This is an optimization exercise on Yosys and OpenROAD, whose aim is small area, not a production implementation. Only simulation tests tie the RTL to the original design; equivalence was not proved. Power is estimated from default activity; no workload was simulated.

==> run R <==
Design can2, start of the top module:
module can2 (
  input  wire        clock,
  input  wire        reset,
  input  wire [ 4:0] address,
  output wire [15:0] readdata,            
  input  wire [15:0] writedata,
  input  wire        cs,                  
  input  wire        read_n,              
  input  wire        write_n,             
  output wire        irq,
  output wire        irqstatus,
  output wire        irqsuctra,
  output wire        irqsucrec,
  input  wire        rx,                  
  output wire        tx,                  
  output wire [ 7:0] statedeb,
  output wire        Prescale_EN_debug,   
  output wire [ 6:0] bitst
  );
parameter [15:0] system_id = 16'hCA05;  
wire        sendpoint;        
wire        smplpoint;
wire        trans;
wire        erroractiv;
wire        errorpassiv;
wire        busof;
wire        load;
wire        actvtsftllc;
wire        actvtcap;
wire        resettra;
wire [28:0] accmaskreg_i;
wire [28:0] identifierr;
wire [ 7:0] data1r;
wire [ 7:0] data2r;
wire [ 7:0] data3r;
wire [ 7:0] data4r;
wire [ 7:0] data5r;
wire [ 7:0] data6r;
wire [ 7:0] data7r;
wire [ 7:0] data8r;
wire        extendedr;
wire        remoter;
wire [ 3:0] datalenr;
wire [28:0] identifierw;
wire [ 7:0] data1w;
wire [ 7:0] data2w;
wire [ 7:0] data3w;
wire [ 7:0] data4w;
wire [ 7:0] data5w;
wire [ 7:0] data6w;
wire [ 7:0] data7w;
wire [ 7:0] data8w;
wire        remotew;
wire [ 3:0] datalenw;
wire        inconerec;
wire        incegtrec;
wire        incegttra;
wire        decrec;
wire        dectra;
  ...
export LEC_CHECK = 0
export CAP_MARGIN = 20
export CORE_MARGIN = 2
export CORE_UTILIZATION = 50
export SLEW_MARGIN = 20
create_clock -name core_clock -period 20.0 [get_ports {clock}]
standard.sh (not shown) runs the stock make flow with config.mk's settings and CLKGATE_MAP_FILE= SYNTH_SCRIPT=/design/flow/synth_recipe.tcl, a recipe that flattens the netlist after the stock synthesis.
==> flow/flow/run.sh <==
#!/bin/bash
# Own layout flow: the standard synthesis, then the combinational logic
# of the synthesised netlist is mapped again with a stronger ABC script (the
# registers, their names and cell types are left exactly as synthesis made
# them), then the standard flow from floorplan to the final layout, with
# a leaner clock tree (no dummy loads) and small port buffers.
# Every tool writes its full output to a log file of its own here.
set -euo pipefail
R=orfs/results/${FLOW_PLATFORM}/can2/base
bash standard.sh synth > log_1_standard_synth.txt 2>&1
cp "$R/1_2_yosys.v" "$R/1_2_yosys_standard.v"
yosys -c flow/remap.tcl > log_2_remap.txt 2>&1
bash standard.sh \
  "CTS_ARGS=-sink_clustering_enable -repair_clock_nets -dont_use_dummy_load -buf_list sky130_fd_sc_hd__clkbuf_8 -sink_clustering_size 14 -sink_clustering_max_diameter 60" \
  "BUFFER_PORTS_ARGS=-buffer_cell sky130_fd_sc_hd__buf_1" \
  finish > log_3_standard_finish.txt 2>&1
Other scripts of this flow, unchanged in this note and not shown: flow/flow/remap.abc, flow/flow/remap.tcl
==> inputs of run E, as changes to run R <==
--- a/flow/flow/run.sh
+++ b/flow/flow/run.sh
@@ -11,6 +11,6 @@
 cp "$R/1_2_yosys.v" "$R/1_2_yosys_standard.v"
 yosys -c flow/remap.tcl > log_2_remap.txt 2>&1
 bash standard.sh \
-  "CTS_ARGS=-sink_clustering_enable -repair_clock_nets -dont_use_dummy_load -buf_list sky130_fd_sc_hd__clkbuf_8 -sink_clustering_size 14 -sink_clustering_max_diameter 60" \
+  "CTS_ARGS=-sink_clustering_enable -repair_clock_nets -dont_use_dummy_load -buf_list sky130_fd_sc_hd__clkbuf_8 -sink_clustering_size 16 -sink_clustering_max_diameter 64" \
   "BUFFER_PORTS_ARGS=-buffer_cell sky130_fd_sc_hd__buf_1" \
   finish > log_3_standard_finish.txt 2>&1
==> qor summary <==
Floorplan core area: run R 57500 um^2; run E 57400 um^2
Non-clock buffer instance count of the final layout: run R 141; run E 153
Fraction of final layout cells sized beyond drive strength 1: run R 5.37%; run E 5.64%
Sequential share of power: run R 60.8%; run E 53.9%
Height of the chip: run R 245 um; run E 244 um
Outcome: run R finished clean; run E finished clean
Proportion of cell area occupied by multi-input gates: run R 41.9%; run E 41.8%
Number of standard cells in the layout, taps in and fillers out: run R 3859; run E 3874
Register-to-Register Setup Slack: run R 5.80 ns; run E 6.37 ns
Power drawn by the combinational cells: run R 0.273 mW; run E 0.632 mW
Cell count along the critical path: run R 10; run E 7
Via count of the routed design: run R 28151; run E 28798
Placed cell area: run R 30600 um^2; run E 30600 um^2

* * *

==> inputs of 08-01 <==
can2, a different RTL version from the one above (not shown whole).
clock: 20.0 ns
lec_check: 0
abc_area: 1
cap_margin: 20
core_margin: 2
core_utilization: 40
slew_margin: 20
run.sh (not shown) runs the stock make flow with config.mk's settings and CLKGATE_MAP_FILE= SYNTH_SCRIPT=/design/flow/synth_recipe.tcl, a recipe that flattens the netlist after the stock synthesis.
Stock flow here: none of the scripts above is used.
==> 09-13 (differences from 08-01) <==
Settings changed: ABC_AREA 1 to default.
==> metrics.cfg <==
[layout]
nonClkBufAreaFrac_pct = 3.933

[run_status]
outcome = complete, no violations

[critical_path]
cp_num_buf_inv = 4

[yosys]
synth_fp_nets = 5040

[placed_design]
gp_congestion = 1.099

-- figures above: 09-13

==> metrics.cfg <==
[placed_design]
gp_congestion = 1.119
portBuffers = 63

[pwr]
vdd_ir_drop_max_v = 0.00007434

[layout]
nonClkBufAreaFrac_pct = 2.808

[run_status]
outcome = complete, no violations

[yosys]
synth_fp_nets = 5878

[critical_path]
cp_num_buf_inv = 6

-- figures above: 08-01

